This is an optimization exercise on Yosys and OpenROAD, whose aim is small area, a short achievable clock period and few clock cycles, not a production implementation. Function was checked by simulation only, so behaviour that the tests miss may differ from the original. No activity file was given, so power comes from the tool's default toggle rates.

File: config.mk
export PLATFORM = sky130hd
export DESIGN_NAME = processorWrapper
export DESIGN_NICKNAME = processorWrapper
export VERILOG_FILES = /design/flow/design.v
export SDC_FILE = /design/flow/constraint.sdc
export NUM_CORES = 4
export LEC_CHECK = 0
export CAP_MARGIN = 20
export CORE_MARGIN = 2
export CORE_UTILIZATION = 40
export PLACE_DENSITY = 0.6
export SETUP_SLACK_MARGIN = 1.0
export SLEW_MARGIN = 20
File: constraint.sdc
create_clock -name core_clock -period 14.0 [get_ports {clk}]
set_input_delay 2.8000 -clock core_clock [delete_from_list [all_inputs] [get_ports {clk}]]
set_output_delay 2.8000 -clock core_clock [all_outputs]
set_load 0.01 [all_outputs]
File: design.v
`timescale 1ns / 1ps
module alu (
    input [31:0] operand1, 
    input [31:0] operand2, 
    input [3:0]  operation, 
    output reg [31:0] result
);
always @(*)
begin
    case (operation)
        4'b0000 :  result = operand1 + operand2;
        4'b1000 :  result = operand1 - operand2;
        4'b0111 :  result = operand1 & operand2;
        4'b0110  :  result = operand1 | operand2;
        4'b0100 :  result = operand1 ^ operand2;
        4'b0001 :  result = operand1 << operand2[4:0]; 
        4'b0101 :  result = operand1 >> operand2[4:0];
        4'b1101 :  result = operand1 >>> operand2[4:0];
        4'b0010 :  result = $signed(operand1) < $signed(operand2) ? 32'b1 : 32'b0;
        4'b0011:  result = operand1 < operand2 ? 32'b1 : 32'b0;
        4'b1010:  result = operand2;
        default: result = 32'b0;  
    endcase
end
endmodule
`timescale 1ns / 1ps
module aluControl(
    input [1:0] aluOp,
    input [6:0] funct7,
    input [2:0] funct3,
    input [6:0] opCode,
    output reg [3:0] aluCtl
);
always @(*) begin
    case(aluOp)
        2'b00: aluCtl = 4'b0000;    
        2'b01: aluCtl = 4'b1000;    
        2'b10: begin             
            if (opCode == 7'b0110011) begin
                case(funct3)
                    3'b000: aluCtl = (funct7 == 7'b0100000) ? 4'b1000 : 4'b0000;
                    3'b001: aluCtl = 4'b0001;
                    3'b010: aluCtl = 4'b0010;
                    3'b011: aluCtl = 4'b0011;
                    3'b100: aluCtl = 4'b0100;
                    3'b101: aluCtl = (funct7 == 7'b0000000) ? 4'b0101 : 4'b1101;
                    3'b110: aluCtl = 4'b0110;
                    3'b111: aluCtl = 4'b0111;
                    default: aluCtl = 4'b0000;
                endcase
            end else if (opCode == 7'b0010011) begin
                case(funct3)
                    3'b000: aluCtl = 4'b0000;   
                    3'b001: aluCtl = 4'b0001;   
                    3'b010: aluCtl = 4'b0010;   
                    3'b011: aluCtl = 4'b0011;  
                    3'b100: aluCtl = 4'b0100;   
                    3'b101: aluCtl = (funct7 == 7'b0000000) ? 4'b0101 : 4'b1101;  
                    3'b110: aluCtl = 4'b0110;    
                    3'b111: aluCtl = 4'b0111;   
                    default: aluCtl = 4'b0000;
                endcase
            end else begin
                aluCtl = 4'b0000;
            end
        end
        2'b11: aluCtl = 4'b1010;  
        default: aluCtl = 4'b0000;
    endcase
end
endmodule
`timescale 1ns / 1ps
module branchComparator(
    input wire [31:0] dataIn1, dataIn2,
    input wire [2:0] opCode,
    output reg branchOut
    );
    always@(*) begin
        case(opCode)
            3'b000    : branchOut = (dataIn1 == dataIn2) ? 1:0;
            3'b001    : branchOut = (dataIn1 != dataIn2) ? 1:0;
            3'b100    : branchOut = ($signed(dataIn1) < $signed(dataIn2)) ? 1:0;
            3'b101    : branchOut = ($signed(dataIn1) >= $signed(dataIn2)) ? 1:0;
            3'b110   : branchOut = (dataIn1 < dataIn2)? 1:0;
            3'b111   : branchOut = (dataIn1 >= dataIn2)? 1:0;
             default: branchOut = 1'b0; 
        endcase
    end
endmodule
`timescale 1ns / 1ps
module decoder(
    input wire [31:0] instruction,
    output reg [6:0] opCode,
    output reg [4:0] rs1,
    output reg [4:0] rs2,
    output reg [4:0] rd,
    output reg [2:0] funct3,
    output reg [6:0] funct7,
    output reg signed [31:0] imm
);
    always @(*) begin
        opCode = instruction[6:0];
        funct3 = instruction[14:12];
        funct7 = instruction[31:25];
        case (opCode)
            7'b0110111, 7'b0010111: begin
                imm = {instruction[31:12], 12'b0};
                rd = instruction[11:7];
                rs1 = 5'b0;
                rs2 = 5'b0;
            end
            7'b1101111: begin
                imm = {{12{instruction[31]}}, instruction[19:12], instruction[20], instruction[30:21], 1'b0};
                rd = instruction[11:7];
                rs1 = 5'b0;
                rs2 = 5'b0;
            end
            7'b1100111, 7'b0000011: begin
                imm = {{20{instruction[31]}}, instruction[31:20]};
                rs1 = instruction[19:15];
                rd = instruction[11:7];
                rs2 = 5'b0;
            end
            7'b0100011: begin
                imm = {{20{instruction[31]}}, instruction[31:25], instruction[11:7]};
                rs1 = instruction[19:15];
                rs2 = instruction[24:20];
                rd = 5'b0;
            end
            7'b1100011: begin
                imm = {{20{instruction[31]}}, instruction[7], instruction[30:25], instruction[11:8], 1'b0};
                rs1 = instruction[19:15];
                rs2 = instruction[24:20];
                rd = 5'b0;
            end
            7'b0010011: begin
                case(funct3)
                    3'b001,  
                    3'b101:  
                        imm = {27'b0, instruction[24:20]};
                    default:
                        imm = {{20{instruction[31]}}, instruction[31:20]};
                endcase
                rs1 = instruction[19:15];
                rd = instruction[11:7];
                rs2 = 5'b0;
            end
            7'b0110011: begin
                rs1 = instruction[19:15];
                rs2 = instruction[24:20];
                rd = instruction[11:7];
                imm = 32'b0;
            end
            7'b0001111, 7'b1110011: begin
                rs1 = 5'b0;
                rs2 = 5'b0;
                rd = 5'b0;
                imm = 32'b0;
            end
            default: begin
                rs1 = 5'b0;
                rs2 = 5'b0;
                rd = 5'b0;
                imm = 32'b0;
            end
        endcase
    end
endmodule
`timescale 1ns/1ps
module dataExtender (
    input [31:0] data_in,
    input [2:0] opcode,
    output reg [31:0] data_out
);
    always@(*) begin
        case(opcode)
            3'b000     : data_out = {{24{data_in[7]}}, data_in[7:0]};   
            3'b001     : data_out = {{16{data_in[15]}}, data_in[15:0]}; 
            3'b010     : data_out = data_in;                            
            3'b100    : data_out = {{24{1'b0}}, data_in[7:0]};         
            3'b101    : data_out = {{16{1'b0}}, data_in[15:0]};        
            default : data_out = 32'd0;
        endcase
    end  
endmodule
`timescale 1ns / 1ps
module mux(
    input wire [31:0] in1, in2,
    output wire [31:0] muxOut,
    input wire select
    );
    assign muxOut = select ? in2 : in1;
endmodule
`timescale 1ns / 1ps
module programCounter(
    input wire clk, 
    input wire rst,
    input wire [1:0] pcSelect,     
    input wire [31:0] aluResult, incPC,   
    output reg [31:0] pc
);
    localparam [31:0] START_ADDRESS = 32'h01000000;
    always @(posedge clk) begin
        if (rst) begin
            pc <= START_ADDRESS;
        end else begin           
            case (pcSelect)
                2'b00: pc <= {aluResult[31:1], 1'b0};
                2'b01: pc <= incPC;
                2'b10: pc <= pc;
                default: pc <= pc;
            endcase
        end
    end
endmodule
`timescale 1ns / 1ps
module registerFile (
    input clk,
    input rst, 
    input writeEnable,
    input [4:0] readReg1,
    input [4:0] readReg2,
    input [4:0] writeReg,
    input [31:0] writeData,
    output reg [31:0] readData1,
    output reg [31:0] readData2
);
    integer i;
    reg [31:0] cpu_registers [0:31]; 
    always @(posedge clk) begin
        if (rst) begin   
            for (i = 0; i <= 31; i = i + 1) begin
                cpu_registers[i] <= 32'h00000000;
            end
        end else if (writeEnable && writeReg != 0) begin
            cpu_registers[writeReg] <= writeData;
        end
    end
    always @(*) begin
        readData1 = (readReg1 != 0) ? cpu_registers[readReg1] : 32'b0;
        readData2 = (readReg2 != 0) ? cpu_registers[readReg2] : 32'b0;
    end
endmodule
`timescale 1ns / 1ps
module controlUnit(
    input wire clk, rst,
    input wire [6:0] opCode,
    input wire [2:0] funct3,
    input wire branchOut,
    output reg [1:0] pcSelect,
    output reg memPC,
    output reg regWrite, 
    output reg dMemWrite, 
    output reg [2:0] branchOp,
    output reg aluSrcB,
    output reg aluSrcA,
    output reg [1:0] aluOp, 
    output reg aluOutDataSel,
    output reg [3:0] cstate
);
    localparam [3:0] S0 = 4'b0000, S1 = 4'b0001, S2 = 4'b0010, S3 = 4'b0011, S4 = 4'b0100, 
                      S5 = 4'b0101, S6 = 4'b0110, S7 = 4'b0111, S8 = 4'b1000, S9 = 4'b1001, 
                      S10 = 4'b1010, S11 = 4'b1011, S12 = 4'b1100, S13 = 4'b1101, S14 = 4'b1110,
                      S15 = 4'b1111;
    reg [3:0] currentState, nextState;
    always @(posedge clk) begin 
        if (rst) 
            currentState <= S15;
        else 
            currentState <= nextState;
    end
    always @(*) begin
        branchOp = funct3;
        aluOutDataSel = (opCode == 7'b0000011);
        case (opCode)
            7'b0000011, 7'b0100011, 7'b1100111: begin aluSrcA = 1; aluSrcB = 1; aluOp = 2'b00; end
            7'b0110011:                 begin aluSrcA = 1; aluSrcB = 0; aluOp = 2'b10; end
            7'b0010011:                 begin aluSrcA = 1; aluSrcB = 1; aluOp = 2'b10; end
            7'b0110111:                 begin aluSrcA = 0; aluSrcB = 1; aluOp = 2'b11; end
            default:              begin aluSrcA = 0; aluSrcB = 1; aluOp = 2'b00; end
        endcase
    end
    always @(*) begin
        cstate = currentState;
        nextState = S0;
        pcSelect = 2'b10;
        memPC = 1;
        regWrite = 0;
        dMemWrite = 0;
        case (currentState)
            S0: begin 
                nextState = S1;
            end
            S1: begin
                nextState = (opCode == 7'b0000011 || opCode == 7'b0100011) ? S2 : 
                            (opCode == 7'b0110011 || opCode == 7'b0010011) ? S6 : 
                            (opCode == 7'b1100011) ? S8 : 
                            (opCode == 7'b1110011) ? S14 : 
                            (opCode == 7'b1101111 || opCode == 7'b1100111) ? S10 : 
                            (opCode == 7'b0001111) ? S13 : 
                            (opCode == 7'b0010111 || opCode == 7'b0110111) ? S11 : S0;
            end
            S2: begin 
                nextState = (opCode == 7'b0000011) ? S3 : (opCode == 7'b0100011) ? S5 : S0;
            end
            S3: begin
                nextState = S4;
            end
            S4: begin
                regWrite = 1; pcSelect = 2'b01; nextState = S0;
            end
            S5: begin
                dMemWrite = 1; pcSelect = 2'b01; nextState = S0;
            end
            S6: begin
                nextState = S7;
            end
            S7: begin
                regWrite = 1; pcSelect = 2'b01; nextState = S0;
            end
            S8: begin
                nextState = S9;
            end
            S9: begin
                pcSelect = branchOut ? 2'b00 : 2'b01; nextState = S0;
            end
            S10: begin
                memPC = 0; regWrite = 1; pcSelect = 2'b00; nextState = S0;
            end
            S11: begin
                nextState = S12;
            end
            S12: begin
                regWrite = 1; pcSelect = 2'b01; nextState = S0;
            end
            S13: begin
                pcSelect = 2'b01; nextState = S0;
            end
            S14: begin
                nextState = S14;
            end
            S15: begin
                nextState = S0;
            end
            default : nextState = S0;
        endcase
    end
endmodule
`timescale 1ns / 1ps
module processorWrapper(
    input wire clk,
    input wire rst,
    output wire [31:0] imem_addr,
    input  wire [31:0] imem_rdata,
    output wire [31:0] dmem_addr,
    output wire        dmem_we,
    output wire [3:0]  dmem_be,
    output wire [31:0] dmem_wdata,
    input  wire [31:0] dmem_rdata,
    output wire        halted
);
    wire [31:0] incPC;
    wire [6:0] opCode;
    wire [4:0] rs1, rs2, rd;
    wire [2:0] funct3;
    wire [6:0] funct7;
    wire signed [31:0] imm;
    wire [1:0] pcSelect;
    wire memPC, regWrite, dMemWrite, aluSrcB, aluSrcA, aluOutDataSel;
    wire [2:0] branchOp;
    wire [1:0] aluOp;
    wire [3:0] aluCtl;
    wire [31:0] readData1, readData2;
    wire branchOut; 
    wire [31:0] aluDataIn1, aluDataIn2;
    wire [31:0] aluResult;
    wire [31:0] dMemOut, dExtOut; 
    wire [31:0] regWriteData, dataAluMux;
    wire [31:0] pc;
    wire [31:0] instruction;
    wire [3:0] cstate;
    assign incPC = pc+4;
    assign imem_addr = pc;
    assign instruction = imem_rdata;
    programCounter pcm(
        .clk            (clk), 
        .rst            (rst),
        .pcSelect       (pcSelect),
        .aluResult      (aluResult),
        .incPC          (incPC), 
        .pc             (pc)
    );
    decoder dm(
        .instruction    (instruction),
        .opCode         (opCode),
        .rs1            (rs1),
        .rs2            (rs2),
        .rd             (rd),
        .funct3         (funct3),
        .funct7         (funct7),
        .imm            (imm)
    );
    controlUnit cm(
        .clk            (clk), 
        .rst            (rst),
        .funct3         (funct3),
        .opCode         (opCode),
        .branchOut      (branchOut),
        .pcSelect       (pcSelect),       
        .regWrite       (regWrite),
        .dMemWrite      (dMemWrite),       
        .branchOp       (branchOp),
        .aluOp          (aluOp),       
        .aluSrcB        (aluSrcB),
        .aluSrcA        (aluSrcA),
        .aluOutDataSel  (aluOutDataSel),
        .memPC          (memPC),
        .cstate         (cstate)
    );
    aluControl alc(
        .aluOp          (aluOp),
        .opCode         (opCode),
        .funct7         (funct7),
        .funct3         (funct3),
        .aluCtl         (aluCtl)
    );
    registerFile rf(
        .clk            (clk),
        .rst            (rst),
        .writeEnable    (regWrite),
        .readReg1       (rs1),
        .readReg2       (rs2),
        .writeReg       (rd),
        .writeData      (regWriteData), 
        .readData1      (readData1),
        .readData2      (readData2)
    );
    branchComparator bc( 
        .dataIn1        (readData1), 
        .dataIn2        (readData2),
        .opCode         (branchOp),
        .branchOut      (branchOut)
    );
    mux ad1 (
        .select (aluSrcA),
        .in1(pc),
        .in2(readData1),
        .muxOut(aluDataIn1) 
    );
    mux ad2 (
        .select (aluSrcB),
        .in1(readData2),
        .in2(imm),
        .muxOut(aluDataIn2) 
    );
    alu al(
        .operand1       (aluDataIn1),
        .operand2       (aluDataIn2),
        .operation      (aluCtl),
        .result         (aluResult)
    );
    assign dmem_addr  = aluResult;
    assign dmem_we    = dMemWrite;
    assign dmem_be    = (funct3[1:0] == 2'b00) ? (4'b0001 << aluResult[1:0]) :
                        (funct3[1:0] == 2'b01) ? (aluResult[1] ? 4'b1100 : 4'b0011) : 4'b1111;
    assign dmem_wdata = (funct3[1:0] == 2'b00) ? {4{readData2[7:0]}} :
                        (funct3[1:0] == 2'b01) ? {2{readData2[15:0]}} : readData2;
    assign dMemOut    = dmem_rdata >> {aluResult[1:0], 3'b000};
    assign halted     = (cstate == 4'b1110);
    dataExtender de(
        .data_in        (dMemOut), 
        .opcode         (funct3), 
        .data_out       (dExtOut) 
    );
    mux dam (
        .select (aluOutDataSel),
        .in1(aluResult),
        .in2(dExtOut),
        .muxOut(dataAluMux) 
    );
    mux rwd (
        .select (memPC),
        .in1(incPC),
        .in2(dataAluMux),
        .muxOut(regWriteData) 
    );   
endmodule
File: run.sh
#!/bin/bash
# synth_recipe.tcl (not shown) runs the flow's synth.tcl, then flattens the netlist and writes it again
# the make line also repeats each setting of config.mk as NAME=value (left out here)
make -C /OpenROAD-flow-scripts/flow DESIGN_CONFIG=/design/flow/config.mk WORK_HOME=/design/flow/orfs CLKGATE_MAP_FILE= SYNTH_SCRIPT=/design/flow/synth_recipe.tcl finish
==> notes.md <==
repair_timing:
action,in CTS,in global routing
endpoints found under the setup margin,21,21
gates cloned,2,3
pin swaps,9,10
buffers inserted,16,10
gates resized for setup,28,59
final cells by class:
class	count	area, µm²
Sequential cell	1058	31400
Clock inverter	79	917
Timing Repair Buffer	810	7100
Antenna cell	22	55.1
Clock buffer	133	2970
Inverter	166	623
Tap cell	2310	2890
Fill cell	16300	90600
Multi-Input combinational cell	5377	35400
worst paths after layout:
path	from	end	slack [ns]
max	imem_rdata[3]	dmem_be[3]	0.95
min	pcm.pc[28]	pcm.pc[28]	0.50
max reg2reg	rf.cpu_registers[30][16]	rf.cpu_registers[17][24]	5.77
min reg2reg	pcm.pc[28]	pcm.pc[28]	0.50
per-layer routing:
metal | vias up | share of wire, % | wire (µm)
met5 | - | 0.12 | 488
met4 | 28 | 9.6 | 38900
met3 | 1605 | 14 | 58700
met2 | 6106 | 41 | 169000
met1 | 34200 | 34 | 140000
li1 | 27700 | - | -
critical path, delay by kind of cell:
kind | cells | cell delay, ns
fa+ha+maj | 1 | 0.53
compound gates | 14 | 3.48
simple gates | 3 | 0.93
mux | 1 | 0.22
buf+inv | 8 | 2.26
sequential cells by signal, summed over array words and instances (netlist names):
register,flops
rf.cpu_registers,1023
pcm.pc,31
cm.currentState,4
kinds of logic after synthesis:
group,Yosys count,synth area share [%]
adder cells (fa/ha/maj),132,2.40
XOR/XNOR,31,0.391
other,1,0.00540
AND/OR/NAND/NOR,2683,17.4
AO/OA/AOI/OAI,1886,18.9
buffers and inverters,864,5.33
flip-flops,1058,45.3
multiplexers,610,10.3
cells in the final DEF (no fill, tap or decap), types with 124 or more instances in the layout:
cell type	instances
a211oi_1	124
a21oi_1	347
a221oi_1	149
buf_4	596
clkdlybuf4s50_1	152
edfxtp_1	1023
ha_1	130
inv_1	156
mux2i_1	457
nand2_1	666
nand3_1	139
nor2_1	1079
nor2_2	159
nor3_1	198
o21ai_0	277
o22ai_1	154
metrics by stage:
stage | setup slack (ns) | utilization, %
final | 0.951 | 47.3
after detailed placement | 0.307 | 44.6
after CTS | 1.02 | 47.1
after global routing | 1.01 | 47.3
after global placement | 0.285 | 44.6
after floorplan | 1.52 | -
power breakdown:
part	internal [mW]	leakage (nW)	total, mW	switching (mW)
Clock	1.86	1.88	3.25	1.39
Sequential	3.58	10.8	3.66	0.0851
Combinational	0.446	15.7	1.48	1.03
==> impl_results.md <==
- Status: no timing/DRC/antenna violations
- CTS Sinks: 1058
- Commonest cells in the netlist: nor2_1 (1091), edfxtp_1 (1023), nand2_1 (681), mux2i_1 (458), clkbuf_1 (419)
- Seq/Total Area, Yosys: a little under half
- Initial DRC count: 12600
- GRT Total Usage: 44.6%
- Root buf cell: clkbuf_16
- Initial DRT Pass Iterations: 9
- Slew @ Worst Pin: 1.27 ns
- Critical Path Fanout Max: 13
- Cts hold-fix bufs: 0
- Hold Crit Class: reg -> reg
- Row Count: between 150 and 200
- Tot Pwr: approximately 8.4 mW
- Number of remaining DRC errors: 0
- Clock buffer depth: 3
- Ports: between 150 and 200
- Post-route cell area: ~80000 µm²
- Total grt overflow: 0
- RSZ-0062 raised after global routing: no
- Drt wl/cell: between 40 and 50 µm
- Ys async rst share: 0%
- DP Wirelength: about 290 mm
- Initial antenna violation count: 29
- Vias: about 70000
- Gpl congestion: roughly 1.1
- Critical path endpoint category: primary output
- Peak supply drop: 0.103 mV
- Synth Cell Area: between 60000 and 70000 µm²
- Max Fclk: around 77 MHz
- Clock Latency Late Sink: 0.80 ns
- Largest net degree at the start of global routing: 85
- CP arrival: 10.25 ns
- Register-to-Register Path Depth: 27
- Startpoint Class: primary input
- Met1 Use GR: between 50 and 60%
- Met3 GRT Util: between 10% and 20%
- Fin crit share: roughly 93%
- Routed wire length: just over 400 mm
- # port buffers: approximately 170
- Die H: ~420 µm
- Final Slew Violations: 0
- NumNets Final: roughly 7700
- Dpl cells: between 9000 and 10000
- Post-synth EDFFs: 1023
- Setup_tns: 0 ns
- Count of final setup violators: 0
- Worst Clk Skew: around 0.043 ns
- Core box area: between 150000 and 200000 µm²
- Worst hold margin: ~0.5 ns
- CP most frequent cell: buf_4
- Cell area power density: slightly above 100 nW/µm²
- Syn Inst Count: a little over 7000
- Delay of the slowest critical-path stage: between 0.5 and 0.6 ns
- Syn-to-layout area delta: 17.2%
- Synth warn: 8
- Worst path required time: roughly 11 ns
- M2 GR Usage: roughly 65%
- Synth area leader: edfxtp_1
- DIE WIDTH: about 420 µm
- Tmin final: approximately 13 ns
- Distinct cells, synth: 116
- Top-area cell type share of the netlist area: about 44%
- H-tree levels: 3
- Share of layout cells above drive strength 1: between 10% and 20%
- Maxcap violations: 0
- Final ANT Viol Nets: 0
- Dominant synthesized flop cell: edfxtp_1
- WHS Path Cells: 2
- GR peak layer: met2
- Slowest stage cell, crit path: a211oi_1
- Lkg Pwr: roughly 28 nW
- Vias/cell: ~7
- Vias in the first global route: 63800
- CTS tree: done
- Clk slew on worst S/H paths: around 0.06 ns
- Die area: ~180000 µm²
- Endpoints failing hold: 0
- Cell with the most instances after synthesis: nor2_1
- Ranking of synthesized cells by area: edfxtp_1 (44%), mux2i_1 (6.6%), nor2_1 (5.9%)
- Yosys reg bits: approximately 1100
- Initial Utilization: approximately 40%
- First-pass GRT wire length: between 500 and 600 mm
- DP Area: 76700 µm²
- Synth Area per Inst: about 9.6 µm²
- Post-Layout Cell Count: between 9000 and 10000
- CTS Buf Count: about 120
- CP Class: in -> out
- Worst slew margin: between 10% and 20%
Testbench counts, summed over its fixed seeds: cycles 254,639.

==> what the ideal ports hide <==
How much do the figures lean on ideal ports? The routed layout below was timed once more, with nothing changed but the port constraints. Step 1 assumes that a clkbuf_16 drives the clock port and a buf_2 every other input. Step 2 also shifts input and output timing later by t, the mid clock arrival at the registers, as if the neighbouring blocks saw the same clock. a / b / c = ideal ports / drivers / drivers and shift; a / b = the first two.
t (ns): 0.853
setup slack, ns: 0.951 / 0.908 / 0.908
latest minus earliest clock arrival (ns): 0.043 / 0.043
worst register clock-pin slew, ns: 0.07 / 0.07
worst data-port slew with drivers (ns): 0.05
After both steps this run still meets setup and hold. The setup slack of this run moves by -0.043 ns with the drivers and by -0.043 ns with both steps.
